This design comes from an exercise in tuning for small area on the open sky130 flow, not from production work. At most, simulation tests tie the RTL to the original design; equivalence was not proved. The RTL of run 2 was laid out without a check of its function. Power is estimated from default activity; no workload was simulated.

==> flow/design.v <==
`timescale 1ns / 1ps
module Snake(
	input up,
	input down,
	input left,
	input right,
	input reset,
	input clk,
	output reg B,
	output reg R,
	output G,
	output VS,
	output HS,
	output [3:0] AN,
	output [6:0] seven,
	input speed);
	parameter SLOW_BIT = 17;
	parameter FAST_BIT = 14;
	reg [4:0] hr, vr;
	reg [5:0] hq;
	reg [4:0] vq;
	reg blank, hs_r, vs_r;
	assign HS = hs_r;
	assign VS = vs_r;
	wire h_end = (hq == 6'd40) & (hr == 5'd0);
	wire v_end = (vq == 5'd26) & (vr == 5'd5);
	always @(posedge clk) begin
		if (reset) begin
			hq <= 0; hr <= 0; vq <= 0; vr <= 0;
			blank <= 1'b1; hs_r <= 1'b1; vs_r <= 1'b1;
		end else begin
			if (h_end) begin
				hq <= 0; hr <= 0;
				if (v_end) begin
					vq <= 0; vr <= 0;
				end else if (vr == 5'd19) begin
					vr <= 0; vq <= vq + 1'b1;
				end else
					vr <= vr + 1'b1;
			end else if (hr == 5'd19) begin
				hr <= 0; hq <= hq + 1'b1;
			end else
				hr <= hr + 1'b1;
			blank <= ~((hq < 6'd32) & (vq < 5'd24));
			hs_r <= ~(((hq == 6'd32) & (hr >= 5'd8)) | ((hq >= 6'd33) & (hq <= 6'd36)) |
			          ((hq == 6'd37) & (hr <= 5'd3)));
			vs_r <= ~((vq == 5'd24) & (vr[4:1] == 4'd1));
		end
	end
	reg [17:0] sc;
	reg slow_clk;
	reg started;
	reg [3:0] smallbin;
	wire [17:0] n_sc = sc + 1'b1;
	wire n_slow_clk = speed ? n_sc[FAST_BIT] : n_sc[SLOW_BIT];
	wire move = n_slow_clk & ~slow_clk;
	wire tick = (sc[15:0] == 16'd50000);
	wire [1:0] an_idx = sc[17:16] - {1'b0, (sc[15:0] <= 16'd50000)};
	assign AN = started ? ~(4'b0001 << an_idx) : 4'b0000;
	reg [3:0] on, te, hu;
	reg [1:0] th;
	reg [4:0] hi;
	reg [4:0] fxc, fyc, fxi, fyi;
	reg [6:0] xq, yq;                 
	reg [2:0] xr, yr;
	reg d_up, d_down, d_left, d_right;
	reg [3:0] state, next_state;      
	reg lose;
	reg [4:0] ns;                     
	reg [1:0] path [1:25];            
	wire [7:0] Eq = {xq[6], xq} - {2'b0, hq};
	wire [5:0] Er = {1'b0, xr, 2'b0} - {1'b0, hr};
	wire [7:0] Fq = {yq[6], yq} - {3'b0, vq};
	wire [5:0] Fr = {1'b0, yr, 2'b0} - {1'b0, vr};
	wire Er_pos = ~Er[5] & (Er != 0);
	wire Fr_pos = ~Fr[5] & (Fr != 0);
	wire [7:0] ch = Eq + Er_pos;
	wire [7:0] cv = Fq + Fr_pos;
	wire h_ok = (Er != 0) & ~((hq == 0) & Er_pos) & (ch[7:5] == 3'b000 | ch[7:5] == 3'b111);
	wire v_ok = (Fr != 0) & ~((vq == 0) & Fr_pos) & (cv[7:5] == 3'b000 | cv[7:5] == 3'b111);
	wire head_h = ~xq[6] & (((Eq == 0) & (Er[5] | Er == 0)) | ((Eq == 8'hff) & ~Er[5]));
	wire head_v = ~yq[6] & (((Fq == 0) & (Fr[5] | Fr == 0)) | ((Fq == 8'hff) & ~Fr[5]));
	wire snakehead = ~blank & head_h & head_v;
	wire food_h = (hq == {1'b0, fxi}) | ((hq == {1'b0, fxi} + 6'd1) & (hr == 0));
	wire food_v = ({1'b0, vq} == {1'b0, fyi}) | (({1'b0, vq} == {1'b0, fyi} + 6'd1) & (vr == 0));
	wire food = ~blank & food_h & food_v;
	wire v_ge1 = ~((vq == 0) & (vr == 0));
	wire is_wall = ~blank & (
		(~((hq == 6'd32) & (hr == 0)) & (((vq == 0) & (vr != 0)) | ((vq == 5'd23) & (vr != 0)))) |
		(v_ge1 & ((hq == 0) | ((hq == 6'd31) & (hr != 0)))));
	wire sat = (hi != 0) | (th != 0) | (hu != 0) | (te >= 4'd3);
	wire [4:0] s5 = sat ? 5'd31 : te * 4'd10 + on;
	wire [5:0] rx [0:25];
	wire [5:0] ry [0:25];
	wire [25:1] hit;
	assign rx[0] = ch[5:0];
	assign ry[0] = cv[5:0];
	genvar gi;
	generate
		for (gi = 1; gi <= 25; gi = gi + 1) begin : body
			wire [1:0] d = path[gi];
			assign rx[gi] = d[1] ? (d[0] ? rx[gi-1] - 1'b1 : rx[gi-1] + 1'b1) : rx[gi-1];
			assign ry[gi] = d[1] ? ry[gi-1] : (d[0] ? ry[gi-1] - 1'b1 : ry[gi-1] + 1'b1);
			assign hit[gi] = (rx[gi] == 0) & (ry[gi] == 0) & (s5 >= gi) & (ns >= gi);
		end
	endgenerate
	wire is_seg = ~blank & h_ok & v_ok & (|hit);
	wire n_lose = lose | (snakehead & (is_seg | is_wall));
	wire eat = snakehead & food;
	wire eaten = food & (is_seg | is_wall);
	wire [4:0] fxc_inc = (fxc == 5'd29) ? 5'd0 : fxc + 1'b1;
	wire [4:0] fyc_inc = (fyc == 5'd20) ? 5'd0 : fyc + 1'b1;
	wire [4:0] n_fxc = lose ? fxc : fxc_inc;
	wire [4:0] n_fyc = lose ? fyc : fyc_inc;
	wire shift = move & (|state);
	wire [1:0] sdir = {state[3] | state[2], state[3] | state[1]};
	integer i;
	always @(posedge clk) begin
		if (reset) begin
			sc <= 0; slow_clk <= 0; started <= 0; smallbin <= 0;
			on <= 0; te <= 0; hu <= 0; th <= 0; hi <= 0;
			fxc <= 5'd20; fyc <= 5'd20; fxi <= 5'd20; fyi <= 5'd20;
			xq <= 7'd5; xr <= 0; yq <= 7'd5; yr <= 0;
			d_up <= 0; d_down <= 0; d_left <= 0; d_right <= 0;
			state <= 0; next_state <= 0;
			lose <= 0; ns <= 0;
			B <= 0; R <= 0;
		end else begin
			sc <= n_sc;
			slow_clk <= n_slow_clk;
			if (tick) begin
				started <= 1'b1;
				case (sc[17:16])
					2'd0: smallbin <= on;
					2'd1: smallbin <= te;
					2'd2: smallbin <= hu;
					default: smallbin <= {2'b0, th};
				endcase
			end
			if (eat) begin
				if (th == 2'd2 && hu == 4'd0 && te == 4'd4 && on == 4'd7) begin
					th <= 0; hu <= 0; te <= 0; on <= 0; hi <= hi + 1'b1;
				end else if (on != 4'd9)
					on <= on + 1'b1;
				else begin
					on <= 0;
					if (te != 4'd9)
						te <= te + 1'b1;
					else begin
						te <= 0;
						if (hu != 4'd9)
							hu <= hu + 1'b1;
						else begin
							hu <= 0;
							th <= th + 1'b1;
						end
					end
				end
			end
			fxc <= n_fxc; fyc <= n_fyc;
			if (eat | eaten) begin
				fxi <= n_fxc; fyi <= n_fyc;
			end
			lose <= n_lose;
			if (lose) begin
				d_up <= 0; d_down <= 0; d_left <= 0; d_right <= 0;
				state <= next_state;
			end else if (up & ~d_down) begin
				d_up <= 1; d_down <= 0; d_left <= 0; d_right <= 0;
				state <= next_state;
			end else if (down & ~d_up) begin
				d_up <= 0; d_down <= 1; d_left <= 0; d_right <= 0;
				state <= next_state;
			end else if (left & ~d_right) begin
				d_up <= 0; d_down <= 0; d_left <= 1; d_right <= 0;
				state <= next_state;
			end else if (right & ~d_left) begin
				d_up <= 0; d_down <= 0; d_left <= 0; d_right <= 1;
				state <= next_state;
			end
			if (move) begin
				next_state <= {d_right, d_left, d_down, d_up};
				if (state[0]) begin                          
					if (yq == 7'd88) begin
						if (yr >= 3'd3) begin yq <= 7'd62; yr <= yr - 3'd3; end
						else begin yq <= 7'd61; yr <= yr + 3'd2; end
					end else
						yq <= yq - 7'd1;
				end
				if (state[1]) begin                          
					if (yq == 7'd62 || (yq == 7'd61 && yr >= 3'd2)) begin
						if (yr >= 3'd2) begin yq <= 7'd88; yr <= yr - 3'd2; end
						else begin yq <= 7'd88; yr <= yr + 3'd3; end
					end else
						yq <= yq + 7'd1;
				end
				if (state[2]) begin                          
					if (xq == 7'd88) begin
						if (xr >= 3'd3) begin xq <= 7'd62; xr <= xr - 3'd3; end
						else begin xq <= 7'd61; xr <= xr + 3'd2; end
					end else
						xq <= xq - 7'd1;
				end
				if (state[3]) begin                          
					if (xq == 7'd62 || (xq == 7'd61 && xr >= 3'd2)) begin
						if (xr >= 3'd2) begin xq <= 7'd88; xr <= xr - 3'd2; end
						else begin xq <= 7'd88; xr <= xr + 3'd3; end
					end else
						xq <= xq + 7'd1;
				end
			end
			if (shift && ns != 5'd25)
				ns <= ns + 1'b1;
			R <= is_wall | food | snakehead | is_seg;
			B <= is_wall | food | ((snakehead | is_seg) & ~n_lose);
		end
	end
	assign G = B;
	always @(posedge clk) begin
		if (shift) begin
			for (i = 25; i > 1; i = i - 1)
				path[i] <= path[i-1];
			path[1] <= sdir;
		end
	end
	reg [6:0] seg7;
	always @(*) begin
		case (smallbin)
			4'd0: seg7 = 7'b1000000;
			4'd1: seg7 = 7'b1111001;
			4'd2: seg7 = 7'b0100100;
			4'd3: seg7 = 7'b0110000;
			4'd4: seg7 = 7'b0011001;
			4'd5: seg7 = 7'b0010010;
			4'd6: seg7 = 7'b0000010;
			4'd7: seg7 = 7'b1111000;
			4'd8: seg7 = 7'b0000000;
			4'd9: seg7 = 7'b0010000;
			4'd10: seg7 = 7'b0001000;
			4'd11: seg7 = 7'b0000011;
			4'd12: seg7 = 7'b1000110;
			4'd13: seg7 = 7'b0100001;
			4'd14: seg7 = 7'b0000110;
			default: seg7 = 7'b0001110;
		endcase
	end
	assign seven = seg7;
endmodule
==> flow/run.sh <==
#!/bin/bash
# synth_recipe.tcl (not shown) runs the flow's synth.tcl, then flattens the netlist and writes it again
# the make line also repeats each setting of config.mk as NAME=value (left out here)
make -C /OpenROAD-flow-scripts/flow DESIGN_CONFIG=/design/flow/config.mk WORK_HOME=/design/flow/orfs CLKGATE_MAP_FILE= SYNTH_SCRIPT=/design/flow/synth_recipe.tcl finish
==> flow/config.mk <==
export PLATFORM = sky130hd
export DESIGN_NAME = Snake
export DESIGN_NICKNAME = Snake
export VERILOG_FILES = /design/flow/design.v
export SDC_FILE = /design/flow/constraint.sdc
export NUM_CORES = 4
export LEC_CHECK = 0
export CAP_MARGIN = 20
export CORE_MARGIN = 2
export CORE_UTILIZATION = 40
export SLEW_MARGIN = 20
==> flow/constraint.sdc <==
create_clock -name core_clock -period 40.0 [get_ports {clk}]
set_input_delay 8.0000 -clock core_clock [delete_from_list [all_inputs] [get_ports {clk}]]
set_output_delay 8.0000 -clock core_clock [all_outputs]
set_load 0.01 [all_outputs]
==> out/qor.txt, run 1 <==
Drt drc - 0
Achievable Freq - 34.3 MHz
Status - no timing/DRC/antenna violations
# resized after CTS - 0
Count of hold-fix buffers inserted at cts - 0
Dominant synthesized flop cell - dfxtp_1
Synth top area share - 15.2%
Grt total ovfl - 0
Unique masters post-synth - 103
Rel. slew slack - 20.7%
Longest Clk Path Bufs - 2
#FFs+latches synth - 184
Worst hold start - sc[0]
Slew @ Worst Pin - 1160 ps
Num CTS Buffers - 17
Final WL - 79.0 mm
Clk sink count - 184
Initial Utilization - 40.3%
HPWL Detailed - 61.4 mm
Total number of vias - 24900
Avg Inst Size Synth - 7.90 um2
Reg2Reg Depth - 122
Reg2reg end - fyi[1]
Peak supply drop - 0.0518 mV
Ys Warns - 2
Area delta synth->final - 5.77%
RSZ-0062 raised after global routing - false
Register Area - 4180 um2
Reg-to-reg critical path startpoint - vr[2]
I/O Buffers - 22
CTS tree - done
Max_cap viols - 0
Drt pass-1 iters - 6
Row Count - 96
Vias in the first global route - 23100
Clock Latency Late Sink - 500 ps
Crit path largest cell delay - 570 ps
Hold depth - 1
Buf/Inv on CP - 10
Largest net degree at the start of global routing - 79
Crit path max-delay cell type - a21oi_1
Max Slew Vio Count - 0
H-tree Lvls - 4
Critical Path AT - 29550 ps
Die height - 267 um
CORE AREA - 68500 um2
Die Wd - 267 um
Synth area leader - ha_1
Seq/Total Area, Yosys - 15.1%
Number of flops mapped to enable cells by yosys - 50
Die Area - 71200 um2
Tmin final - 29120 ps
GP Congestion - 0.917
Initial antenna violation count - 1
GRT Util Overall - 22.2%
Setup crit start kind - register
First-pass GRT wire length - 128 mm
Post-CTS Setup Inserts - 0
# fillers - 6983
Final hold viol count - 0
Leakage power total - 12.3 nW
Most used cell, CP - ha_1
Clock-pin slew on the worst setup and hold paths - 90 ps
Layout Nets - 3827
Hold endpoint - sc[0]
HP Class - reg2reg
Kind of cell adding the most delay to the critical path - adder cells
Total Neg Setup Slack - 0 ps
Count of final setup violators - 0
Post-Syn Nets - 3893
CP Max Fanout - 6
Multi-input gate area - 21900 um2
Pwr/cell area - 33.4 nW/um2
Synth async-reset ratio - 0%
DR iter-0 viols - 1853
R2r setup slk - 10880 ps
Crit path capture type - register
Worst clock skew - 18.8 ps
Per-cell routed wire length - 18.2 um
WP data required - 40430 ps
Gate Count Post-Synth - 3497
Final Cycle Share - 72.8%
CTS Root Cell - clkbuf_16
Via density - 5.74
Worst hold slack - 472 ps
Share of post-route cells with drive strength above 1 - 5.20%
Post-route ant nets - 0
Synth top area cells - ha_1 15%, dfxtp_1 9.7%, xnor2_1 6.7%
Synthesized cell area - 27600 um2
WS Path Type - reg2reg
I/O pin count - 23
-- cell families after synthesis --
kind of cell	after synthesis	share of synthesized area, %
AO/OA/AOI/OAI	879	21.1
XOR/XNOR	375	14.6
adder cells (fa/ha/maj)	389	19.1
buffers and inverters	391	5.49
flip-flops	184	15.1
multiplexers	91	3.54
AND/OR/NAND/NOR	1188	21.1
-- cell type report --
class                           count  share of cell area [%]
Clock buffer                       19                    1.52
Antenna cell                        1                 0.00856
Sequential cell                   184                    14.3
Tap cell                          882                    3.78
Timing Repair Buffer               51                    1.49
Inverter                          255                    3.29
Clock inverter                     13                   0.535
Multi-Input combinational cell   2922                    75.1
-- per-layer routing --
metal  global-route usage (%)  routed length (um)  vias up
met1                     31.7               38600    11800
met4                     5.33                1470        2
li1                         -                   -    12400
met3                     2.24                3330       89
met2                     35.7               35600      540
met5                        0                   8        -
-- flip-flops by register name, indices dropped and copies added, names as in the netlist, 6 cells and up --
register	count
path	50
hq	6
yq	7
sc	18
seven	7
xq	7
-- Yosys cell counts (all sizes together) (42+ instances only) --
cell    number
a21oi      231
nor2b       58
nor2       328
ha         336
a21o        78
clkbuf     112
dfxtp      134
mux2i       56
fa          53
xnor2      222
edfxtp      50
a31oi       42
o21ai      189
nor3        97
xor2       111
nand2      299
nand2b      47
nand4       43
nand3       80
inv        251
-- placed cells by master (no fill, tap or decap), types with 27 or more instances in the layout --
cell	count
a211oi_1	27
a21o_1	78
a21oi_1	230
a31oi_1	41
and3_1	32
buf_4	29
dfxtp_1	134
edfxtp_1	50
fa_1	53
ha_1	336
inv_1	248
mux2_2	33
mux2i_1	56
nand2_1	298
nand2b_1	47
nand3_1	80
nand4_1	43
nor2_1	328
nor2b_1	58
nor3_1	97
o211ai_1	29
o21a_1	36
o21ai_0	168
or3_1	32
xnor2_1	211
xnor3_1	31
xor2_1	108
-- worst max path at each step --
stage	start	end	slack, ps	depth (start not counted)
final	vr[2]	fyi[1]	10880	122
after floorplan	vr[2]	fyi[3]	14870	113
after detailed placement	vr[2]	fyi[1]	11380	112
after global placement	vr[2]	fyi[1]	11200	122
after CTS	vr[2]	fyi[1]	11220	122
after global routing	vr[2]	fyi[1]	8820	122
-- power by group --
| group | total, mW | switching (mW) | internal [mW] |
|---|---|---|---|
| Clock | 0.190 | 0.104 | 0.0863 |
| Sequential | 0.196 | 0.00329 | 0.193 |
| Combinational | 0.591 | 0.331 | 0.260 |
| Total | 0.977 | 0.438 | 0.539 |
-- metrics by stage --
stage               utilization [%]  power [mW]  instances  area [um2]  setup slack, ps
CTS                            42.7       0.979       4325       29200            11220
finish                         42.7       0.977       4327       29200            10880
detailed placement             41.8       0.787       4293       28600            11380
global placement               41.8       0.782       4293       28600            11200
floorplan                         -       0.663       3497       27600            14870
global route                   42.7        1.05       4326       29200             8820
-- worst reg2reg max path: cells and delay by family, from the launching register on --
family	cells	cell delay, ps
adder cells (fa/ha/maj)	28	10500
AO/OA/AOI/OAI	34	8750
AND/OR/NAND/NOR	33	5210
XOR/XNOR	14	2330
buffers and inverters	10	940
multiplexers	3	880
flip-flops	1	430
==> run 2: changes to the inputs <==
--- a/flow/design.v
+++ b/flow/design.v
@@ -101,4 +101,12 @@
 			wire [1:0] d = path[gi];
-			assign rx[gi] = d[1] ? (d[0] ? rx[gi-1] - 1'b1 : rx[gi-1] + 1'b1) : rx[gi-1];
-			assign ry[gi] = d[1] ? ry[gi-1] : (d[0] ? ry[gi-1] - 1'b1 : ry[gi-1] + 1'b1);
+			wire [5:0] tx, ty;
+			assign tx[0] = d[1];
+			assign ty[0] = ~d[1];
+			genvar k;
+			for (k = 1; k < 6; k = k + 1) begin : t
+				assign tx[k] = tx[k-1] & (rx[gi-1][k-1] ^ ~d[0]);
+				assign ty[k] = ty[k-1] & (ry[gi-1][k-1] ^ ~d[0]);
+			end
+			assign rx[gi] = rx[gi-1] ^ tx;
+			assign ry[gi] = ry[gi-1] ^ ty;
 			assign hit[gi] = (rx[gi] == 0) & (ry[gi] == 0) & (s5 >= gi) & (ns >= gi);
==> flow/flow/run.sh (new file) <==
#!/bin/bash
# Layout flow: the standard flow, except that the synthesis maps the
# logic for area (no Kogge-Stone carry units, no half/full adder extraction,
# an area-oriented abc script).  The registers of this synthesis are checked
# against the standard synthesis; if they differ in name, count or cell type,
# the standard synthesis netlist is used instead.
set -uo pipefail
HERE=$(pwd)
R=$HERE/orfs/results/$FLOW_PLATFORM/Snake/base
RA=$HERE/orfs_area/results/$FLOW_PLATFORM/Snake/base

# 1. the standard synthesis
bash standard.sh synth > synth_standard.log 2>&1 || { echo "standard synthesis failed"; exit 1; }
cp $R/1_2_yosys.v $HERE/standard_1_2_yosys.v

# 2. the area-oriented synthesis, in a work folder of its own
sed -e "s#log_cmd abc {\*}\$abc_args#log_cmd abc -script $HERE/flow/area.abc {*}[lrange \$abc_args 2 end]#" \
    -e "s#\"-extra-map \$::env(FLOW_HOME)/platforms/common/lcu_kogge_stone.v\"#\"\"#" \
    -e "s#^  extract_fa {\*}\[dont_use_extract_fa_args\]#  \# extract_fa skipped#" \
    $FLOW_HOME/scripts/synth.tcl > $HERE/synth_area.tcl
sed -e "s#source \$::env(SCRIPTS_DIR)/synth.tcl#source $HERE/synth_area.tcl#" synth_recipe.tcl > $HERE/synth_recipe_area.tcl
sed -e "s#WORK_HOME=$HERE/orfs #WORK_HOME=$HERE/orfs_area #" \
    -e "s#SYNTH_SCRIPT=[^ ]*#SYNTH_SCRIPT=$HERE/synth_recipe_area.tcl#" standard.sh > $HERE/standard_area.sh
grep -c "orfs_area" standard_area.sh > /dev/null && grep -c "synth_recipe_area" standard_area.sh > /dev/null && \
  grep -c "extract_fa skipped" synth_area.tcl > /dev/null && \
  bash standard_area.sh synth > synth_area.log 2>&1
ok=0
if [[ -f $RA/1_2_yosys.v ]]; then
  regs() { grep -E '^\s*sky130_fd_sc_hd__(df|edf|sdf|sedf|dl)[a-z0-9_]* ' "$1" | awk '{print $1, $2}' | sort; }
  regs $R/1_2_yosys.v > regs_standard.txt
  regs $RA/1_2_yosys.v > regs_area.txt
  if [[ -s regs_standard.txt ]] && cmp -s regs_standard.txt regs_area.txt; then ok=1; fi
fi
if [[ $ok == 1 ]]; then
  echo "using the area-oriented synthesis ($(wc -l < regs_area.txt) registers match)"
  cp $RA/1_2_yosys.v $R/1_2_yosys.v
  rm -f $R/1_synth.odb $R/1_synth.sdc
else
  echo "registers differ or area synthesis failed: using the standard synthesis"
fi

# 3. the rest of the standard flow
bash standard.sh > layout.log 2>&1 || { echo "layout failed"; tail -20 layout.log; exit 1; }
==> flow/flow/area.abc (new file) <==
strash; &get -n; &fraig -x; &put; scorr; dc2; balance; rewrite; refactor; balance; rewrite; rewrite -z; balance; refactor -z; rewrite -z; balance; dch -f; amap; topo
==> flow/standard.sh (new file) <==
#!/bin/bash
# synth_recipe.tcl (not shown) runs the flow's synth.tcl, then flattens the netlist and writes it again
# the make line also repeats each setting of config.mk as NAME=value (left out here)
make -C /OpenROAD-flow-scripts/flow DESIGN_CONFIG=/design/flow/config.mk WORK_HOME=/design/flow/orfs CLKGATE_MAP_FILE= SYNTH_SCRIPT=/design/flow/synth_recipe.tcl "${@:-finish}"
removed: flow/run.sh
==> out/qor.txt, run 2 <==
Area delta synth->final - 9.34% (was 5.77%)
Largest net degree at the start of global routing - 60 (was 79)
Post-route ant nets - 0 (unchanged)
Achievable Freq - 57.7 MHz (was 34.3 MHz)
GRT Util Overall - 21.5% (was 22.2%)
CTS tree - done (unchanged)
Grt total ovfl - 0 (unchanged)
Slew @ Worst Pin - 891 ps (was 1160 ps)
Power Total - 0.806 mW (was 0.977 mW)
Die Area - 41000 um2 (was 71200 um2)
Synthesized cell area - 15800 um2 (was 27600 um2)
Biggest register - path (unchanged)
H-tree Lvls - 4 (unchanged)
Ys Warns - 2 (unchanged)
First-pass GRT wire length - 74.0 mm (was 128 mm)
Vias in the first global route - 15900 (was 23100)
GR Util met2 - 36.5% (was 35.7%)
Most used cell, CP - clkinv_1 (was ha_1)
Final WS setup - 22680 ps (was 10880 ps)
Clk sink count - 184 (unchanged)
Count of hold-fix buffers inserted at cts - 0 (unchanged)
Most common cell after layout, fill and taps aside - clkinv_1 (was ha_1)
RSZ-0062 raised after global routing - false (unchanged)
Reg-to-reg critical path startpoint - vr[0] (was vr[2])
Die height - 202 um (was 267 um)
Crit path launch - vr[0] (was vr[2])
Pwr/cell area - 46.8 nW/um2 (was 33.4 nW/um2)
Longest Clk Path Bufs - 2 (unchanged)
Initial Utilization - 40.7% (was 40.3%)
Crit path largest cell delay - 550 ps (was 570 ps)
Max reg flops - 50 (unchanged)
Most frequent cells in the layout - 540 x clkinv_1, 424 x nor2_1, 267 x o21ai_0, 213 x nand2_1, 174 x o22ai_1 (was 336 x ha_1, 328 x nor2_1, 298 x nand2_1, 248 x inv_1, 230 x a21oi_1)
# resized after CTS - 0 (unchanged)
GRT met1 Usage - 28.0% (was 31.7%)
Max_cap viols - 0 (unchanged)
Count of final setup violators - 0 (unchanged)
Final WL - 43.8 mm (was 79.0 mm)
Max Slew Vio Count - 0 (unchanged)
Gate Count Post-Synth - 2489 (was 3497)
Critical Path AT - 17700 ps (was 29550 ps)
Clock-pin slew on the worst setup and hold paths - 70 ps (was 90 ps)
Clock Latency Late Sink - 490 ps (was 500 ps)
Avg Inst Size Synth - 6.33 um2 (was 7.90 um2)
GR peak layer - met2 (unchanged)
GR Util met3 - 2.55% (was 2.24%)
Total Neg Setup Slack - 0 ps (unchanged)
Reg2reg end - fxi[3] (was fyi[1])
Leakage power total - 5.32 nW (was 12.3 nW)
R2r setup slk - 22680 ps (was 10880 ps)
HPWL Detailed - 34.3 mm (was 61.4 mm)
Row Count - 72 (was 96)
Total number of vias - 17600 (was 24900)
WS Path Type - reg2reg (unchanged)
Top flop regs - path (50), sc (18) (unchanged)
WP data required - 40380 ps (was 40430 ps)
N_diodes - 0 (was 1)
Crit path capture type - register (unchanged)
Via density - 5.74 (about the same)
Post-CTS Setup Inserts - 0 (unchanged)
HP Class - reg2reg (unchanged)
CP Max Fanout - 12 (was 6)
Peak supply drop - 0.0349 mV (was 0.0518 mV)
Cells after DPL - 3032 (was 4293)
Final Cycle Share - 43.3% (was 72.8%)
Setup crit start kind - register (unchanged)
GP Congestion - 0.920 (was 0.917)
Drt pass-1 iters - 8 (was 6)
Tmin final - 17320 ps (was 29120 ps)
Final cell count without fillers - 3062 (was 4327)
Pre-CTS WS - 22980 ps (was 11380 ps)
Rel. slew slack - 40.0% (was 20.7%)
Die Wd - 202 um (was 267 um)
I/O pin count - 23 (unchanged)
Crit path max-delay cell type - nor4_1 (was a21oi_1)
Final hold viol count - 0 (unchanged)
Post-Syn Nets - 2496 (was 3893)
CORE AREA - 38700 um2 (was 68500 um2)
Layout Nets - 2540 (was 3827)
Num CTS Buffers - 17 (unchanged)
Crit path capture - fxi[3] (was fyi[1])
Per-cell routed wire length - 14.3 um (was 18.2 um)
DR iter-0 viols - 1259 (was 1853)
Initial antenna violation count - 0 (was 1)
Drt drc - 0 (unchanged)
Status - no timing/DRC/antenna violations (unchanged)
Share of post-route cells with drive strength above 1 - 1.45% (was 5.20%)
Reg2Reg Depth - 74 (was 122)
I/O Buffers - 22 (unchanged)
Worst clock skew - 20.9 ps (was 18.8 ps)
CTS Root Cell - clkbuf_16 (unchanged)
## run 2: per-stage QoR
stage	util [%]	instance area [um2]	hold slack (ps)
after floorplan	-	15800	410
after global routing	44.5	17200	462
after detailed placement	42.9	16600	428
after CTS	44.4	17200	440
final	44.5	17200	438
after global placement	42.9	16600	424
## run 2: final cells by class
class / count / area [um2]
clock buffers: 18 / 450
clock inverters: 12 / 130
fillers: 4030 / 21500
inverters: 541 / 2030
multi-input cells: 1763 / 9530
flip-flops and latches: 184 / 4180
well taps: 518 / 648
repair buffers: 26 / 245
## run 2: how the worst min path moves through the flow
stage	start	endpoint	slack, ps	depth (start not counted)
finish	hr[0]	hr[0]	440	1
global route	hr[0]	hr[0]	460	1
CTS	hr[0]	hr[0]	440	1
detailed placement	hr[0]	hr[0]	430	1
global placement	sc[0]	sc[0]	420	1
floorplan	sc[0]	sc[0]	410	1
## run 2: power by group
part | total [mW] | switching (mW) | internal (mW)
registers | 0.203 | 0.00564 | 0.197
clock network | 0.176 | 0.0850 | 0.0909
logic | 0.427 | 0.307 | 0.120
total | 0.806 | 0.397 | 0.408
## run 2: critical path, delay by kind of cell, from the launching register on
| kind | cells | cell delay [ps] |
|---|---|---|
| buffers and inverters | 28 | 4630 |
| AOI/OAI and AO/OA | 34 | 10170 |
| DFF | 1 | 350 |
| and+or+nand+nor | 12 | 2070 |
## run 2: routing by layer
layer / up-vias / wire length [um]
met5: - / 0
met1: 7913 / 20700
li1: 9276 / -
met2: 314 / 20400
met4: 0 / 1030
met3: 70 / 1660
==> run 3: changes to the inputs <==
--- a/flow/design.v
+++ b/flow/design.v
@@ -21,5 +21,7 @@
 	reg [4:0] vq;
-	reg blank, hs_r, vs_r;
-	assign HS = hs_r;
-	assign VS = vs_r;
+	wire h0 = (hq == 0) & (hr == 0);
+	wire blank = ~((((hq < 6'd32) & ~h0) | ((hq == 6'd32) & (hr == 0))) & (vq < 5'd24));
+	assign HS = ~(((hq == 6'd32) & (hr >= 5'd9)) | ((hq >= 6'd33) & (hq <= 6'd36)) |
+	              ((hq == 6'd37) & (hr <= 5'd4)));
+	assign VS = ~((vq == 5'd24) & (h0 ? (vr[4:1] == 4'd1 & vr[0]) | (vr == 5'd4) : (vr[4:1] == 4'd1)));
 	wire h_end = (hq == 6'd40) & (hr == 5'd0);
@@ -29,3 +31,2 @@
 			hq <= 0; hr <= 0; vq <= 0; vr <= 0;
-			blank <= 1'b1; hs_r <= 1'b1; vs_r <= 1'b1;
 		end else begin
@@ -43,6 +44,2 @@
 				hr <= hr + 1'b1;
-			blank <= ~((hq < 6'd32) & (vq < 5'd24));
-			hs_r <= ~(((hq == 6'd32) & (hr >= 5'd8)) | ((hq >= 6'd33) & (hq <= 6'd36)) |
-			          ((hq == 6'd37) & (hr <= 5'd3)));
-			vs_r <= ~((vq == 5'd24) & (vr[4:1] == 4'd1));
 		end
@@ -65,4 +62,5 @@
 	reg [2:0] xr, yr;
-	reg d_up, d_down, d_left, d_right;
-	reg [3:0] state, next_state;      
+	reg [2:0] dir, state, next_state;
+	wire d_up = dir == 3'b100, d_down = dir == 3'b101, d_left = dir == 3'b110, d_right = dir == 3'b111;
+	wire s_up = state == 3'b100, s_down = state == 3'b101, s_left = state == 3'b110, s_right = state == 3'b111;
 	reg lose;
@@ -70,2 +68,3 @@
 	reg [1:0] path [1:25];            
+	wire shift = move & state[2];
 	wire [7:0] Eq = {xq[6], xq} - {2'b0, hq};
@@ -78,4 +77,4 @@
 	wire [7:0] cv = Fq + Fr_pos;
-	wire h_ok = (Er != 0) & ~((hq == 0) & Er_pos) & (ch[7:5] == 3'b000 | ch[7:5] == 3'b111);
-	wire v_ok = (Fr != 0) & ~((vq == 0) & Fr_pos) & (cv[7:5] == 3'b000 | cv[7:5] == 3'b111);
+	wire h_ok = (Er != 0) & ~((hq == 0) & Er_pos);
+	wire v_ok = (Fr != 0) & ~((vq == 0) & Fr_pos);
 	wire head_h = ~xq[6] & (((Eq == 0) & (Er[5] | Er == 0)) | ((Eq == 8'hff) & ~Er[5]));
@@ -92,25 +91,68 @@
 	wire [4:0] s5 = sat ? 5'd31 : te * 4'd10 + on;
-	wire [5:0] rx [0:25];
-	wire [5:0] ry [0:25];
-	wire [25:1] hit;
-	assign rx[0] = ch[5:0];
-	assign ry[0] = cv[5:0];
-	genvar gi;
-	generate
-		for (gi = 1; gi <= 25; gi = gi + 1) begin : body
-			wire [1:0] d = path[gi];
-			wire [5:0] tx, ty;
-			assign tx[0] = d[1];
-			assign ty[0] = ~d[1];
-			genvar k;
-			for (k = 1; k < 6; k = k + 1) begin : t
-				assign tx[k] = tx[k-1] & (rx[gi-1][k-1] ^ ~d[0]);
-				assign ty[k] = ty[k-1] & (ry[gi-1][k-1] ^ ~d[0]);
-			end
-			assign rx[gi] = rx[gi-1] ^ tx;
-			assign ry[gi] = ry[gi-1] ^ ty;
-			assign hit[gi] = (rx[gi] == 0) & (ry[gi] == 0) & (s5 >= gi) & (ns >= gi);
-		end
-	endgenerate
-	wire is_seg = ~blank & h_ok & v_ok & (|hit);
+	wire ls = (hq >= 6'd32) & ~((hq == 6'd32) & (hr == 0));
+	wire [7:0] ch1 = {xq[6], xq} + (xr != 0);
+	wire [7:0] cvn = cv - {7'b0, (Fr == 6'd1) | (Fr == 6'h2d)};    
+	wire [7:0] tcx = ls ? ch1 : ch;
+	wire [7:0] tcy = ls ? cvn : cv;
+	wire zc_cur = (tcx == 0) & (tcy == 0);           
+	wire zc_nxt = (tcx == 8'd1) & (tcy == 0);        
+	wire cell_end = ~blank & ~((hq == 6'd32) & (hr == 0)) & ((Er == 6'd1) | (Er == 6'h2d));
+	reg [4:0] cur, nxt;
+	reg busy, st;
+	reg [4:0] j, mm;
+	reg [5:0] rmx, rmy;               
+	wire [7:0] twx = tcx - 8'd1;
+	wire tw_in = ((twx[7] ? -twx : twx) <= 8'd25) & ((tcy[7] ? -tcy : tcy) <= 8'd25);
+	reg [1:0] p1, p2;
+	integer k;
+	always @(*) begin
+		p1 = 2'b00; p2 = 2'b00;
+		for (k = 1; k <= 25; k = k + 1) begin
+			if ({27'b0, j} == k - 1) p1 = path[k];
+			if ({27'b0, j} == k - 2) p2 = path[k];
+		end
+	end
+	wire [5:0] r1x = p1[1] ? (p1[0] ? rmx - 1'b1 : rmx + 1'b1) : rmx;
+	wire [5:0] r1y = p1[1] ? rmy : (p1[0] ? rmy - 1'b1 : rmy + 1'b1);
+	wire [5:0] r2x = p2[1] ? (p2[0] ? r1x - 1'b1 : r1x + 1'b1) : r1x;
+	wire [5:0] r2y = p2[1] ? r1y : (p2[0] ? r1y - 1'b1 : r1y + 1'b1);
+	wire z1 = (r1x == 0) & (r1y == 0);
+	wire z2 = (r2x == 0) & (r2y == 0) & (j != 5'd24);
+	wire stepping = busy & (j != 5'd25);
+	wire [4:0] j_s = ~stepping ? j : (j == 5'd24) ? 5'd25 : j + 5'd2;
+	wire [4:0] mm_s = (~stepping | (mm != 5'd31)) ? mm : z1 ? j + 5'd1 : z2 ? j + 5'd2 : 5'd31;
+	wire [5:0] rmx_s = stepping ? r2x : rmx;
+	wire [5:0] rmy_s = stepping ? r2y : rmy;
+	function [4:0] tr;
+		input [4:0] m;
+		input z;
+		tr = z ? 5'd1 : (m >= 5'd25) ? 5'd31 : m + 5'd1;
+	endfunction
+	wire [4:0] mm_m = shift ? tr(mm_s, zc_nxt) : mm_s;
+	wire [4:0] j_m = (shift & (j_s != 5'd25)) ? j_s + 5'd1 : j_s;
+	wire done = busy & (j == 5'd25) & ~st;
+	wire [4:0] cur_m = shift ? tr(cur, zc_cur) : cur;
+	wire [4:0] nxt_m = shift ? tr(nxt, zc_nxt) : nxt;
+	always @(posedge clk) begin
+		begin
+			st <= cell_end | ((hq == 6'd32) & (hr == 5'd1));
+			if (st) begin
+				busy <= 1'b1;
+				rmx <= twx[5:0]; rmy <= tcy[5:0];
+				if (~tw_in) begin
+					j <= 5'd25; mm <= 5'd31;
+				end else begin
+					j <= shift ? 5'd1 : 5'd0;
+					mm <= (shift & zc_nxt) ? 5'd1 : 5'd31;
+				end
+			end else begin
+				if (done) busy <= 1'b0;
+				rmx <= rmx_s; rmy <= rmy_s;
+				j <= j_m; mm <= mm_m;
+			end
+			cur <= cell_end ? nxt_m : cur_m;
+			nxt <= done ? mm_m : nxt_m;
+		end
+	end
+	wire is_seg = ~blank & h_ok & v_ok & (cur <= s5) & (cur <= ns);
 	wire n_lose = lose | (snakehead & (is_seg | is_wall));
@@ -122,4 +164,2 @@
 	wire [4:0] n_fyc = lose ? fyc : fyc_inc;
-	wire shift = move & (|state);
-	wire [1:0] sdir = {state[3] | state[2], state[3] | state[1]};
 	integer i;
@@ -131,4 +171,3 @@
 			xq <= 7'd5; xr <= 0; yq <= 7'd5; yr <= 0;
-			d_up <= 0; d_down <= 0; d_left <= 0; d_right <= 0;
-			state <= 0; next_state <= 0;
+			dir <= 0; state <= 0; next_state <= 0;
 			lose <= 0; ns <= 0;
@@ -173,15 +212,15 @@
 			if (lose) begin
-				d_up <= 0; d_down <= 0; d_left <= 0; d_right <= 0;
+				dir <= 0;
 				state <= next_state;
 			end else if (up & ~d_down) begin
-				d_up <= 1; d_down <= 0; d_left <= 0; d_right <= 0;
+				dir <= 3'b100;
 				state <= next_state;
 			end else if (down & ~d_up) begin
-				d_up <= 0; d_down <= 1; d_left <= 0; d_right <= 0;
+				dir <= 3'b101;
 				state <= next_state;
 			end else if (left & ~d_right) begin
-				d_up <= 0; d_down <= 0; d_left <= 1; d_right <= 0;
+				dir <= 3'b110;
 				state <= next_state;
 			end else if (right & ~d_left) begin
-				d_up <= 0; d_down <= 0; d_left <= 0; d_right <= 1;
+				dir <= 3'b111;
 				state <= next_state;
@@ -189,4 +228,4 @@
 			if (move) begin
-				next_state <= {d_right, d_left, d_down, d_up};
-				if (state[0]) begin                          
+				next_state <= dir;
+				if (s_up) begin
 					if (yq == 7'd88) begin
@@ -197,3 +236,3 @@
 				end
-				if (state[1]) begin                          
+				if (s_down) begin
 					if (yq == 7'd62 || (yq == 7'd61 && yr >= 3'd2)) begin
@@ -204,3 +243,3 @@
 				end
-				if (state[2]) begin                          
+				if (s_left) begin
 					if (xq == 7'd88) begin
@@ -211,3 +250,3 @@
 				end
-				if (state[3]) begin                          
+				if (s_right) begin
 					if (xq == 7'd62 || (xq == 7'd61 && xr >= 3'd2)) begin
@@ -227,6 +266,9 @@
 	always @(posedge clk) begin
-		if (shift) begin
+		if (reset) begin
+			for (i = 1; i <= 25; i = i + 1)
+				path[i] <= 2'b00;
+		end else if (shift) begin
 			for (i = 25; i > 1; i = i - 1)
 				path[i] <= path[i-1];
-			path[1] <= sdir;
+			path[1] <= state[1:0];
 		end
--- a/flow/flow/run.sh
+++ b/flow/flow/run.sh
@@ -41,3 +41,6 @@
 
-# 3. the rest of the standard flow
-bash standard.sh > layout.log 2>&1 || { echo "layout failed"; tail -20 layout.log; exit 1; }
+# 3. the rest of the standard flow, with a clock tree of fewer, larger
+#    clusters and no dummy loads, and the smallest buffer on the ports
+bash standard.sh finish \
+  "CTS_ARGS=-sink_clustering_enable -repair_clock_nets -dont_use_dummy_load -sink_clustering_size 40 -sink_clustering_max_diameter 100" \
+  "BUFFER_PORTS_ARGS=-buffer_cell sky130_fd_sc_hd__buf_1" > layout.log 2>&1 || { echo "layout failed"; tail -20 layout.log; exit 1; }
==> out/qor.txt, run 3 <==
Status - no timing/DRC/antenna violations (unchanged)
Clock Latency Late Sink - 500 ps (was 490 ps)
Area delta synth->final - 7.71% (was 9.34%)
Setup crit start kind - input port (was register)
Final hold viol count - 0 (unchanged)
Rel. slew slack - 44.9% (was 40.0%)
Gate Count Post-Synth - 1738 (was 2489)
Reg2Reg Depth - 45 (was 74)
N_diodes - 0 (unchanged)
Avg Inst Size Synth - 7.08 um2 (was 6.33 um2)
Cells after DPL - 2160 (was 3032)
Grt total ovfl - 0 (unchanged)
Die height - 179 um (was 202 um)
Crit path largest cell delay - 700 ps (was 550 ps)
H-tree Lvls - 1 (was 4)
Die Wd - 179 um (was 202 um)
CTS Root Cell - clkbuf_16 (unchanged)
Per-cell routed wire length - 15.8 um (was 14.3 um)
Achievable Freq - 87.2 MHz (was 57.7 MHz)
I/O Buffers - 22 (unchanged)
Max reg flops - 50 (unchanged)
Buf/Inv on CP - 7 (was 28)
Hold depth - 1 (unchanged)
Critical Path AT - 11850 ps (was 17700 ps)
GP Congestion - 0.930 (was 0.920)
Biggest register - path (unchanged)
Reg2reg end - nxt[3] (was fxi[3])
Row Count - 64 (was 72)
Reg-to-reg critical path startpoint - j[2] (was vr[0])
CORE AREA - 30400 um2 (was 38700 um2)
HPWL Detailed - 25.8 mm (was 34.3 mm)
Kind of cell adding the most delay to the critical path - buffers and inverters (was compound AO/OA/AOI/OAI gates)
Worst hold slack - 475 ps (was 438 ps)
RSZ-0062 raised after global routing - false (unchanged)
Final Cycle Share - 28.7% (was 43.3%)
Drt pass-1 iters - 5 (was 8)
# resized after CTS - 0 (unchanged)
Post-route ant nets - 0 (unchanged)
Leakage power total - 4.24 nW (was 5.32 nW)
WP data required - 40380 ps (about the same)
Hold endpoint - hu[3] (was hr[0])
Drt drc - 0 (unchanged)
Total number of vias - 12700 (was 17600)
Slew @ Worst Pin - 824 ps (was 891 ps)
Most used cell, CP - nor2_1 (was clkinv_1)
Longest Clk Path Bufs - 3 (was 2)
Final WS setup - 28530 ps (was 22680 ps)
Initial antenna violation count - 0 (unchanged)
Count of final setup violators - 0 (unchanged)
Pre-CTS WS - 28050 ps (was 22980 ps)
Power Total - 0.581 mW (was 0.806 mW)
R2r setup slk - 29840 ps (was 22680 ps)
Vias in the first global route - 11500 (was 15900)
Die Area - 32200 um2 (was 41000 um2)
CTS tree - done (unchanged)
CP Max Fanout - 67 (was 12)
Share of post-route cells with drive strength above 1 - 1.18% (was 1.45%)
WP depth - 15 (was 74)
Max_cap viols - 0 (unchanged)
Crit path capture type - register (unchanged)
First-pass GRT wire length - 56.9 mm (was 74.0 mm)
DR iter-0 viols - 1163 (was 1259)
Worst clock skew - 46.0 ps (was 20.9 ps)
Post-Syn Nets - 1745 (was 2496)
Largest net degree at the start of global routing - 74 (was 60)
Via density - 5.85 (was 5.74)
Top flop regs - path (50), sc (18) (unchanged)
Total Neg Setup Slack - 0 ps (unchanged)
Crit path max-delay cell type - clkinv_1 (was nor4_1)
Worst hold start - hu[3] (was hr[0])
Final cell count without fillers - 2173 (was 3062)
Post-CTS Setup Inserts - 0 (unchanged)
HP Class - reg2reg (unchanged)
Synthesized cell area - 12300 um2 (was 15800 um2)
Most frequent cells in the layout - 324 x nor2_1, 254 x clkinv_1, 195 x dfxtp_1, 145 x o21ai_0, 129 x nand2_1 (was 540 x clkinv_1, 424 x nor2_1, 267 x o21ai_0, 213 x nand2_1, 174 x o22ai_1)
Final WL - 34.3 mm (was 43.8 mm)
# fillers - 3192 (was 4030)
Clk sink count - 212 (was 184)
Tmin final - 11470 ps (was 17320 ps)
I/O pin count - 23 (unchanged)
Most common cell after layout, fill and taps aside - nor2_1 (was clkinv_1)
WS Path Type - in2reg (was reg2reg)
Worst path cell trace - buf_1, nand2_1, o21ai_0, nor2_1, buf_4, clkinv_1, nor2_4, buf_4, clkinv_1, buf_4, nor2_1, clkinv_1, nor2_1, nor2_1, a211oi_1
Layout Nets - 1786 (was 2540)
Clock-pin slew on the worst setup and hold paths - 120 ps (was 70 ps)
Max Slew Vio Count - 0 (unchanged)
Ys Warns - 2 (unchanged)
Pwr/cell area - 43.8 nW/um2 (was 46.8 nW/um2)
Peak supply drop - 0.0355 mV (was 0.0349 mV)
Count of hold-fix buffers inserted at cts - 0 (unchanged)
GRT Util Overall - 21.3% (was 21.5%)
Num CTS Buffers - 13 (was 17)
Initial Utilization - 40.4% (was 40.7%)
==> run 3: cell type report <==
type / instances / area [um2] / share of cell area [%]
tap: 396 / 495 / 3.74
multi-input combinational: 1270 / 6930 / 52.3
clock buffer: 13 / 325 / 2.46
inverter: 254 / 953 / 7.20
sequential: 212 / 4410 / 33.3
timing repair buffer: 28 / 131 / 0.992
==> run 3: routing by layer <==
layer	part of all wire [%]	track usage, %
met5	0	0
met4	2.0	4.94
met3	4.9	2.38
met2	46	35.3
met1	48	29.7
==> run 3: power by group <==
part	switching, mW	internal [mW]
registers	0.0146	0.235
logic	0.129	0.0721
clock network	0.0715	0.0585
total	0.215	0.366
==> run 3: how the worst max path moves through the flow <==
stage / start / endpoint / slack (ps)
floorplan: speed / yq[6] / 25960
global placement: speed / yq[4] / 28170
detailed placement: speed / yq[4] / 28050
CTS: speed / yq[4] / 28520
global route: speed / xq[4] / 27920
finish: speed / yq[4] / 28530
==> run 3: stage by stage <==
step,utilization (%),instance area [um2]
after global routing,43.5,13300
after detailed placement,42.5,12900
after global placement,42.5,12900
final,43.5,13300
after CTS,43.5,13300
after floorplan,-,12300
==> run 4: changes to the inputs <==
--- a/flow/design.v
+++ b/flow/design.v
@@ -69,6 +69,11 @@
 	wire shift = move & state[2];
-	wire [7:0] Eq = {xq[6], xq} - {2'b0, hq};
-	wire [5:0] Er = {1'b0, xr, 2'b0} - {1'b0, hr};
-	wire [7:0] Fq = {yq[6], yq} - {3'b0, vq};
-	wire [5:0] Fr = {1'b0, yr, 2'b0} - {1'b0, vr};
+	wire ls = (hq >= 6'd32) & ~((hq == 6'd32) & (hr == 0));
+	wire [5:0] hq_e = ls ? 6'd0 : hq;
+	wire [4:0] hr_e = ls ? 5'd1 : hr;
+	wire [7:0] Eq = {xq[6], xq} - {2'b0, hq_e};
+	wire [5:0] Er = {1'b0, xr, 2'b0} - {1'b0, hr_e};
+	wire [4:0] vq_e = (ls & (vr == 5'd19)) ? vq + 5'd1 : vq;
+	wire [4:0] vr_e = ls ? ((vr == 5'd19) ? 5'd0 : vr + 5'd1) : vr;
+	wire [7:0] Fq = {yq[6], yq} - {3'b0, vq_e};
+	wire [5:0] Fr = {1'b0, yr, 2'b0} - {1'b0, vr_e};
 	wire Er_pos = ~Er[5] & (Er != 0);
@@ -91,36 +96,46 @@
 	wire [4:0] s5 = sat ? 5'd31 : te * 4'd10 + on;
-	wire ls = (hq >= 6'd32) & ~((hq == 6'd32) & (hr == 0));
-	wire [7:0] ch1 = {xq[6], xq} + (xr != 0);
-	wire [7:0] cvn = cv - {7'b0, (Fr == 6'd1) | (Fr == 6'h2d)};    
-	wire [7:0] tcx = ls ? ch1 : ch;
-	wire [7:0] tcy = ls ? cvn : cv;
-	wire zc_cur = (tcx == 0) & (tcy == 0);           
-	wire zc_nxt = (tcx == 8'd1) & (tcy == 0);        
+	wire zc_cur = (ch == 0) & (cv == 0);             
+	wire zc_nxt = (ch == 8'd1) & (cv == 0);          
 	wire cell_end = ~blank & ~((hq == 6'd32) & (hr == 0)) & ((Er == 6'd1) | (Er == 6'h2d));
-	reg [4:0] cur, nxt;
-	reg busy, st;
-	reg [4:0] j, mm;
+	reg [4:0] cur;
+	reg st;
+	reg [4:0] j;                      
+	reg [4:0] mm;                     
 	reg [5:0] rmx, rmy;               
-	wire [7:0] twx = tcx - 8'd1;
-	wire tw_in = ((twx[7] ? -twx : twx) <= 8'd25) & ((tcy[7] ? -tcy : tcy) <= 8'd25);
-	reg [1:0] p1, p2;
+	wire tw_in = ((ch[7] ? (ch >= 8'hE8) : (ch <= 8'd26))) & (cv[7] ? (cv >= 8'hE7) : (cv <= 8'd25));
+	reg [1:0] q1, q2;
 	integer k;
 	always @(*) begin
-		p1 = 2'b00; p2 = 2'b00;
-		for (k = 1; k <= 25; k = k + 1) begin
-			if ({27'b0, j} == k - 1) p1 = path[k];
-			if ({27'b0, j} == k - 2) p2 = path[k];
+		q1 = 2'b00; q2 = 2'b00;
+		for (k = 0; k <= 12; k = k + 1) begin
+			q1 = q1 | (path[2 * k + 1] & {2{j[4:1] == k}});
+			if (k < 12) q2 = q2 | (path[2 * k + 2] & {2{j[4:1] == k}});
 		end
 	end
-	wire [5:0] r1x = p1[1] ? (p1[0] ? rmx - 1'b1 : rmx + 1'b1) : rmx;
-	wire [5:0] r1y = p1[1] ? rmy : (p1[0] ? rmy - 1'b1 : rmy + 1'b1);
-	wire [5:0] r2x = p2[1] ? (p2[0] ? r1x - 1'b1 : r1x + 1'b1) : r1x;
-	wire [5:0] r2y = p2[1] ? r1y : (p2[0] ? r1y - 1'b1 : r1y + 1'b1);
-	wire z1 = (r1x == 0) & (r1y == 0);
-	wire z2 = (r2x == 0) & (r2y == 0) & (j != 5'd24);
-	wire stepping = busy & (j != 5'd25);
-	wire [4:0] j_s = ~stepping ? j : (j == 5'd24) ? 5'd25 : j + 5'd2;
+	wire [1:0] p1 = j[0] ? q2 : q1;
+	wire [1:0] p2 = q2;
+	function [5:0] incdec;            
+		input [5:0] r;
+		input en, dn;
+		reg [5:0] t;
+		integer b;
+		begin
+			t[0] = en;
+			for (b = 1; b < 6; b = b + 1)
+				t[b] = t[b-1] & (r[b-1] ^ dn);
+			incdec = r ^ t;
+		end
+	endfunction
+	wire [5:0] r1x = incdec(rmx, p1[1], p1[0]);
+	wire [5:0] r1y = incdec(rmy, ~p1[1], p1[0]);
+	wire [5:0] r2x = incdec(r1x, p2[1], p2[0]);
+	wire [5:0] r2y = incdec(r1y, ~p2[1], p2[0]);
+	wire two = ~j[0] & (j != 5'd24);
+	wire z1 = (r1x == 6'd1) & (r1y == 0);
+	wire z2 = (r2x == 6'd1) & (r2y == 0) & two;
+	wire stepping = j != 5'd25;
+	wire [4:0] j_s = ~stepping ? j : two ? j + 5'd2 : j + 5'd1;
 	wire [4:0] mm_s = (~stepping | (mm != 5'd31)) ? mm : z1 ? j + 5'd1 : z2 ? j + 5'd2 : 5'd31;
-	wire [5:0] rmx_s = stepping ? r2x : rmx;
-	wire [5:0] rmy_s = stepping ? r2y : rmy;
+	wire [5:0] rmx_s = ~stepping ? rmx : two ? r2x : r1x;
+	wire [5:0] rmy_s = ~stepping ? rmy : two ? r2y : r1y;
 	function [4:0] tr;
@@ -130,7 +145,8 @@
 	endfunction
+	wire xwrap = (s_right & ((xq == 7'd62) | ((xq == 7'd61) & (xr >= 3'd2)))) | (s_left & (xq == 7'd88));
+	wire ywrap = (s_down & ((yq == 7'd62) | ((yq == 7'd61) & (yr >= 3'd2)))) | (s_up & (yq == 7'd88));
+	wire jump = shift & (xwrap | ywrap);
 	wire [4:0] mm_m = shift ? tr(mm_s, zc_nxt) : mm_s;
 	wire [4:0] j_m = (shift & (j_s != 5'd25)) ? j_s + 5'd1 : j_s;
-	wire done = busy & (j == 5'd25) & ~st;
 	wire [4:0] cur_m = shift ? tr(cur, zc_cur) : cur;
-	wire [4:0] nxt_m = shift ? tr(nxt, zc_nxt) : nxt;
 	always @(posedge clk) begin
@@ -139,5 +155,4 @@
 			if (st) begin
-				busy <= 1'b1;
-				rmx <= twx[5:0]; rmy <= tcy[5:0];
-				if (~tw_in) begin
+				rmx <= ch[5:0]; rmy <= cv[5:0];
+				if (~tw_in | jump) begin
 					j <= 5'd25; mm <= 5'd31;
@@ -148,8 +163,13 @@
 			end else begin
-				if (done) busy <= 1'b0;
 				rmx <= rmx_s; rmy <= rmy_s;
-				j <= j_m; mm <= mm_m;
+				if (jump) begin
+					j <= 5'd25; mm <= 5'd31;
+				end else begin
+					j <= j_m; mm <= mm_m;
+				end
 			end
-			cur <= cell_end ? nxt_m : cur_m;
-			nxt <= done ? mm_m : nxt_m;
+			if (jump)
+				cur <= 5'd31;
+			else
+				cur <= cell_end ? mm_m : cur_m;
 		end
--- a/flow/flow/run.sh
+++ b/flow/flow/run.sh
@@ -44,3 +44,3 @@
 bash standard.sh finish \
-  "CTS_ARGS=-sink_clustering_enable -repair_clock_nets -dont_use_dummy_load -sink_clustering_size 40 -sink_clustering_max_diameter 100" \
+  "CTS_ARGS=-sink_clustering_enable -repair_clock_nets -dont_use_dummy_load -sink_clustering_size 25 -sink_clustering_max_diameter 80" \
   "BUFFER_PORTS_ARGS=-buffer_cell sky130_fd_sc_hd__buf_1" > layout.log 2>&1 || { echo "layout failed"; tail -20 layout.log; exit 1; }
==> out/qor.txt, run 4 <==
Status - no timing/DRC/antenna violations (unchanged)
Reg2Reg Depth - 30 (was 45)
Power Total - 0.502 mW (was 0.581 mW)
Clock-pin slew on the worst setup and hold paths - 100 ps (was 120 ps)
Multi-input gate area - 6170 um2 (was 6930 um2)
Total Neg Setup Slack - 0 ps (unchanged)
WP data required - 40430 ps (was 40380 ps)
Leakage power total - 4.02 nW (was 4.24 nW)
Final hold viol count - 0 (unchanged)
Sw Share - 33.0% (was 37.0%)
Hold depth - 1 (unchanged)
Top flop regs - path (50), sc (18) (unchanged)
Gate Count Post-Synth - 1522 (was 1738)
Register Area - 4240 um2 (was 4410 um2)
Rel. slew slack - 40.0% (was 44.9%)
Initial antenna violation count - 0 (unchanged)
Clock Latency Late Sink - 500 ps (about the same)
Avg Inst Size Synth - 7.37 um2 (was 7.08 um2)
Longest Clk Path Bufs - 3 (unchanged)
Layout Nets - 1574 (was 1786)
Drt pass-1 iters - 5 (unchanged)
Tmin final - 12420 ps (was 11470 ps)
N_diodes - 0 (unchanged)
Share of post-route cells with drive strength above 1 - 1.66% (was 1.18%)
HPWL Detailed - 22.5 mm (was 25.8 mm)
Count of hold-fix buffers inserted at cts - 0 (unchanged)
Die Wd - 171 um (was 179 um)
HP Class - reg2reg (unchanged)
I/O pin count - 23 (unchanged)
Internal Power - 0.336 mW (was 0.366 mW)
Drt drc - 0 (unchanged)
Placement Cell Area - 11800 um2 (was 12900 um2)
Die Area - 29400 um2 (was 32200 um2)
GP Congestion - 0.906 (was 0.930)
Via density - 5.74 (was 5.85)
Final cell count without fillers - 1943 (was 2173)
Area delta synth->final - 8.95% (was 7.71%)
Peak supply drop - 0.0407 mV (was 0.0355 mV)
DR iter-0 viols - 706 (was 1163)
Total number of vias - 11100 (was 12700)
Max reg flops - 50 (unchanged)
Row Count - 61 (was 64)
RSZ-0062 raised after global routing - false (unchanged)
Final WL - 30.4 mm (was 34.3 mm)
CTS tree - done (unchanged)
Reg power frac - 48.0% (was 43.0%)
Synthesized cell area - 11200 um2 (was 12300 um2)
Count of final setup violators - 0 (unchanged)
CTS Root Cell - clkbuf_16 (unchanged)
CP Max Fanout - 60 (was 67)
Cells after DPL - 1928 (was 2160)
Achievable Freq - 80.5 MHz (was 87.2 MHz)
Per-cell routed wire length - 15.6 um (was 15.8 um)
Post-route cell area - 12200 um2 (was 13300 um2)
Crit path capture type - register (unchanged)
Combinational power share - 24.4% (was 34.6%)
Post-Syn Nets - 1529 (was 1745)
Clk sink count - 206 (was 212)
Die height - 171 um (was 179 um)
Slew @ Worst Pin - 894 ps (was 824 ps)
Initial Utilization - 40.5% (was 40.4%)
Vias in the first global route - 10100 (was 11500)
NetSw - 0.166 mW (was 0.215 mW)
Post-CTS Setup Inserts - 0 (unchanged)
Max_cap viols - 0 (unchanged)
Clock power frac - 27.6% (was 22.4%)
Max Slew Vio Count - 0 (unchanged)
# fillers - 2790 (was 3192)
I/O Buffers - 22 (unchanged)
Most frequent cells in the layout - 265 x nor2_1, 218 x clkinv_1, 194 x dfxtp_1, 116 x o21ai_0, 112 x nand2_1 (was 324 x nor2_1, 254 x clkinv_1, 195 x dfxtp_1, 145 x o21ai_0, 129 x nand2_1)
WS Path Type - in2reg (unchanged)
Critical Path AT - 12860 ps (was 11850 ps)
Ys Warns - 2 (unchanged)
Num CTS Buffers - 15 (was 13)
Final Cycle Share - 31.1% (was 28.7%)
CORE AREA - 27700 um2 (was 30400 um2)
H-tree Lvls - 1 (unchanged)
Worst clock skew - 55.7 ps (was 46.0 ps)
# resized after CTS - 0 (unchanged)
Biggest register - path (unchanged)
Most common cell after layout, fill and taps aside - nor2_1 (unchanged)
Pwr/cell area - 41.1 nW/um2 (was 43.8 nW/um2)
First-pass GRT wire length - 50.3 mm (was 56.9 mm)
Largest net degree at the start of global routing - 75 (was 74)
GRT Util Overall - 20.7% (was 21.3%)
Grt total ovfl - 0 (unchanged)
Setup crit start kind - input port (unchanged)
Post-route ant nets - 0 (unchanged)
Final core occ - 44.1% (was 43.5%)
run 4: path summary, 6_finish.rpt:
path / start / to / slack [ps]
worst max-delay path: speed / yq[4] / 27580
worst min-delay path: hr[4] / hr[4] / 450
worst max register to register: j[1] / mm[3] / 32260
worst min register to register: hr[4] / hr[4] / 450
run 4: power groups by stage:
stage | combinational [mW] | clock [mW] | sequential (mW)
after CTS | 0.122 | 0.144 | 0.241
final | 0.122 | 0.138 | 0.241
after global routing | 0.140 | 0.151 | 0.243
after floorplan | 0.0955 | 0 | 0.241
after global placement | 0.119 | 0 | 0.245
after detailed placement | 0.121 | 0 | 0.246
run 4: critical path: stages:
cell	delay [ps]
buf_1	90
nor2_1	100
a21oi_1	70
nor2_1	620
clkinv_1	510
nor2_4	170
buf_4	530
clkinv_1	920
buf_4	540
nor2_1	370
clkinv_1	330
a211oi_1	330
o21ai_0	110
a21oi_1	150
run 4: area by class of cell:
type	count	area share, %
multi-input cells	1096	50.5
flip-flops and latches	206	34.7
inverters	219	6.73
well taps	378	3.87
clock buffers	15	3.07
repair buffers	29	1.12
run 4: metrics by stage:
stage               hold WS (ps)  setup slack (ps)
floorplan                    416             26020
global placement             433             27090
detailed placement           442             27020
CTS                          456             27570
global route                 463             27000
finish                       452             27580
run 4: metal layers:
layer	GRT usage (%)	vias to the layer above	routed length, um
li1	-	5728	-
met3	2.72	42	1200
met1	28.8	5178	14800
met4	6.04	0	807
met5	0	-	0
met2	33.5	200	13600
==> run 5: changes to the inputs <==
--- a/flow/flow/run.sh
+++ b/flow/flow/run.sh
@@ -41,6 +41,6 @@
 
-# 3. the rest of the standard flow, with a clock tree of fewer, larger
-#    clusters and no dummy loads, and the smallest buffer on the ports
+# 3. the rest of the standard flow, with a clock tree of small clusters of
+#    small buffers and no dummy loads, and the smallest buffer on the ports
 bash standard.sh finish \
-  "CTS_ARGS=-sink_clustering_enable -repair_clock_nets -dont_use_dummy_load -sink_clustering_size 25 -sink_clustering_max_diameter 80" \
+  "CTS_ARGS=-sink_clustering_enable -repair_clock_nets -dont_use_dummy_load -sink_clustering_size 10 -sink_clustering_max_diameter 50 -buf_list sky130_fd_sc_hd__clkbuf_4" \
   "BUFFER_PORTS_ARGS=-buffer_cell sky130_fd_sc_hd__buf_1" > layout.log 2>&1 || { echo "layout failed"; tail -20 layout.log; exit 1; }
==> out/qor.txt, run 5 <==
CTS tree - done (unchanged)
Max reg flops - 50 (unchanged)
Vias in the first global route - 10300 (was 10100)
Pwr/cell area - 38.7 nW/um2 (was 41.1 nW/um2)
Most common cell after layout, fill and taps aside - nor2_1 (unchanged)
Longest Clk Path Bufs - 3 (unchanged)
Clock-pin slew on the worst setup and hold paths - 90 ps (was 100 ps)
Gate Count Post-Synth - 1522 (unchanged)
GRT Util Overall - 20.7% (about the same)
GP Congestion - 0.906 (unchanged)
Die Area - 29400 um2 (unchanged)
Drt drc - 0 (unchanged)
Die Wd - 171 um (unchanged)
Tmin final - 12170 ps (was 12420 ps)
Post-route ant nets - 0 (unchanged)
Final cell count without fillers - 1960 (was 1943)
Setup crit start kind - input port (unchanged)
Crit path largest cell delay - 900 ps (was 920 ps)
Leakage power total - 3.98 nW (was 4.02 nW)
Initial antenna violation count - 2 (was 0)
Slew @ Worst Pin - 887 ps (was 894 ps)
I/O Buffers - 22 (unchanged)
Pre-CTS WS - 27020 ps (unchanged)
Crit path max-delay cell type - clkinv_1 (unchanged)
Biggest register - path (unchanged)
Worst path cell trace - buf_1, nor2_1, a21oi_1, nor2_1, clkinv_1, nor2_4, buf_4, clkinv_1, buf_4, nor2_1, clkinv_1, a211oi_1, o21ai_0, a21oi_1 (unchanged)
Per-cell routed wire length - 15.5 um (was 15.6 um)
Crit path capture type - register (unchanged)
HPWL Detailed - 22.5 mm (unchanged)
Total Neg Setup Slack - 0 ps (unchanged)
Final WS setup - 27830 ps (was 27580 ps)
Post-Syn Nets - 1529 (unchanged)
Initial Utilization - 40.5% (unchanged)
Peak supply drop - 0.0268 mV (was 0.0407 mV)
Achievable Freq - 82.2 MHz (was 80.5 MHz)
CTS Root Cell - clkbuf_4 (was clkbuf_16)
Share of post-route cells with drive strength above 1 - 2.59% (was 1.66%)
Avg Inst Size Synth - 7.37 um2 (unchanged)
Count of hold-fix buffers inserted at cts - 0 (unchanged)
Area delta synth->final - 7.65% (was 8.95%)
Largest net degree at the start of global routing - 75 (unchanged)
Final core occ - 43.6% (was 44.1%)
RSZ-0062 raised after global routing - false (unchanged)
WS Path Type - in2reg (unchanged)
Ys Warns - 2 (unchanged)
Clk sink count - 206 (unchanged)
Power Total - 0.467 mW (was 0.502 mW)
Post-CTS Setup Inserts - 0 (unchanged)
H-tree Lvls - 1 (unchanged)
# resized after CTS - 0 (unchanged)
Final Cycle Share - 30.4% (was 31.1%)
Final hold viol count - 0 (unchanged)
DR iter-0 viols - 698 (was 706)
Synthesized cell area - 11200 um2 (unchanged)
Most frequent cells in the layout - 265 x nor2_1, 218 x clkinv_1, 194 x dfxtp_1, 116 x o21ai_0, 112 x nand2_1 (unchanged)
Row Count - 61 (unchanged)
WP data required - 40640 ps (was 40430 ps)
# fillers - 2809 (was 2790)
Reg2Reg Depth - 30 (unchanged)
Die height - 171 um (unchanged)
HP Class - reg2reg (unchanged)
Layout Nets - 1589 (was 1574)
Hold depth - 1 (unchanged)
Status - no timing/DRC/antenna violations (unchanged)
Worst clock skew - 81.3 ps (was 55.7 ps)
Num CTS Buffers - 30 (was 15)
Final WL - 30.3 mm (was 30.4 mm)
Cells after DPL - 1928 (unchanged)
First-pass GRT wire length - 50.6 mm (was 50.3 mm)
I/O pin count - 23 (unchanged)
Total number of vias - 11300 (was 11100)
Clock Latency Late Sink - 710 ps (was 500 ps)
Via density - 5.75 (was 5.74)
Drt pass-1 iters - 5 (unchanged)
Critical Path AT - 12820 ps (was 12860 ps)
Grt total ovfl - 0 (unchanged)
Max_cap viols - 0 (unchanged)
CP Max Fanout - 60 (unchanged)
Max Slew Vio Count - 0 (unchanged)
CORE AREA - 27700 um2 (unchanged)
Top flop regs - path (50), sc (18) (unchanged)
Rel. slew slack - 40.5% (was 40.0%)
Count of final setup violators - 0 (unchanged)
## run 5: where the power goes
group	internal, mW	switching [mW]
logic	0.0446	0.0779
clock network	0.0341	0.0694
registers	0.225	0.0160
total	0.304	0.163
## run 5: layer usage
layer,vias to the layer above,global-route usage (%),share of wire (%)
met3,50,3.34,4.5
met4,2,5.75,2.5
met1,5193,28.4,48
met5,-,0,0.043
li1,5776,-,-
met2,253,33.7,45
## run 5: area by class of cell
cell class | count | area, um2 | share of cell area, %
antenna | 2 | 5.00 | 0.0415
clock buffer | 30 | 225 | 1.87
inverter | 219 | 822 | 6.81
multi-input combinational | 1096 | 6170 | 51.1
sequential | 206 | 4240 | 35.2
tap | 378 | 473 | 3.92
timing repair buffer | 29 | 136 | 1.13
## run 5: through the flow
stage | instance area, um2 | hold slack [ps]
2_1_floorplan | 11200 | 416
3_3_place_gp | 11800 | 433
3_5_place_dp | 11800 | 442
4_1_cts | 12100 | 461
5_1_grt | 12100 | 469
6_report | 12100 | 457
## run 5: path summary, 6_finish.rpt
| kind | startpoint | end | slack [ps] |
|---|---|---|---|
| setup / recovery | speed | yq[4] | 27830 |
| hold / removal | hr[4] | hr[4] | 460 |
| setup reg to reg | j[1] | mm[3] | 32290 |
| hold reg to reg | hr[4] | hr[4] | 460 |
## run 5: worst max-delay path, delay by kind of cell
family / cells / cell delay, ps
buf+inv: 6 / 2880
simple gates: 4 / 1260
compound gates: 4 / 640

## separate check: timing with driven ports
No port has a modelled driver above. Below, the same layouts with a new extraction and two added sets of constraints.
Step 1 sets driving cells, clkbuf_16 on the clock port and buf_2 on the other inputs (assumed; they add their load-dependent delay and slew).
Step 2 times the ports against the registers' clock, not the clock port: input delays grow and output delays shrink by t, the midpoint of the rising clock arrivals with the driver on.
a / b / c = no drivers / after step 1 / after step 2; a / b = the first two.
run | t (ns) | setup slack, ns | worst hold slack (ns)
run 1 | 0.553 | 10.884 / 10.884 / 10.884 | 0.472 / 0.472 / 0.472
run 2 | 0.532 | 22.681 / 22.681 / 22.681 | 0.438 / 0.438 / 0.438
run 3 | 0.527 | 28.526 / 28.559 / 28.032 | 0.475 / 0.475 / 0.475
run 4 | 0.521 | 27.577 / 27.605 / 27.084 | 0.452 / 0.452 / 0.452
run 5 | 0.718 | 27.828 / 27.854 / 27.136 | 0.457 / 0.457 / 0.457
After both steps setup and hold are still met in every run listed. For run 5, which loses most, drivers alone change the setup slack by +0.026 ns; drivers and shift together by -0.692 ns.
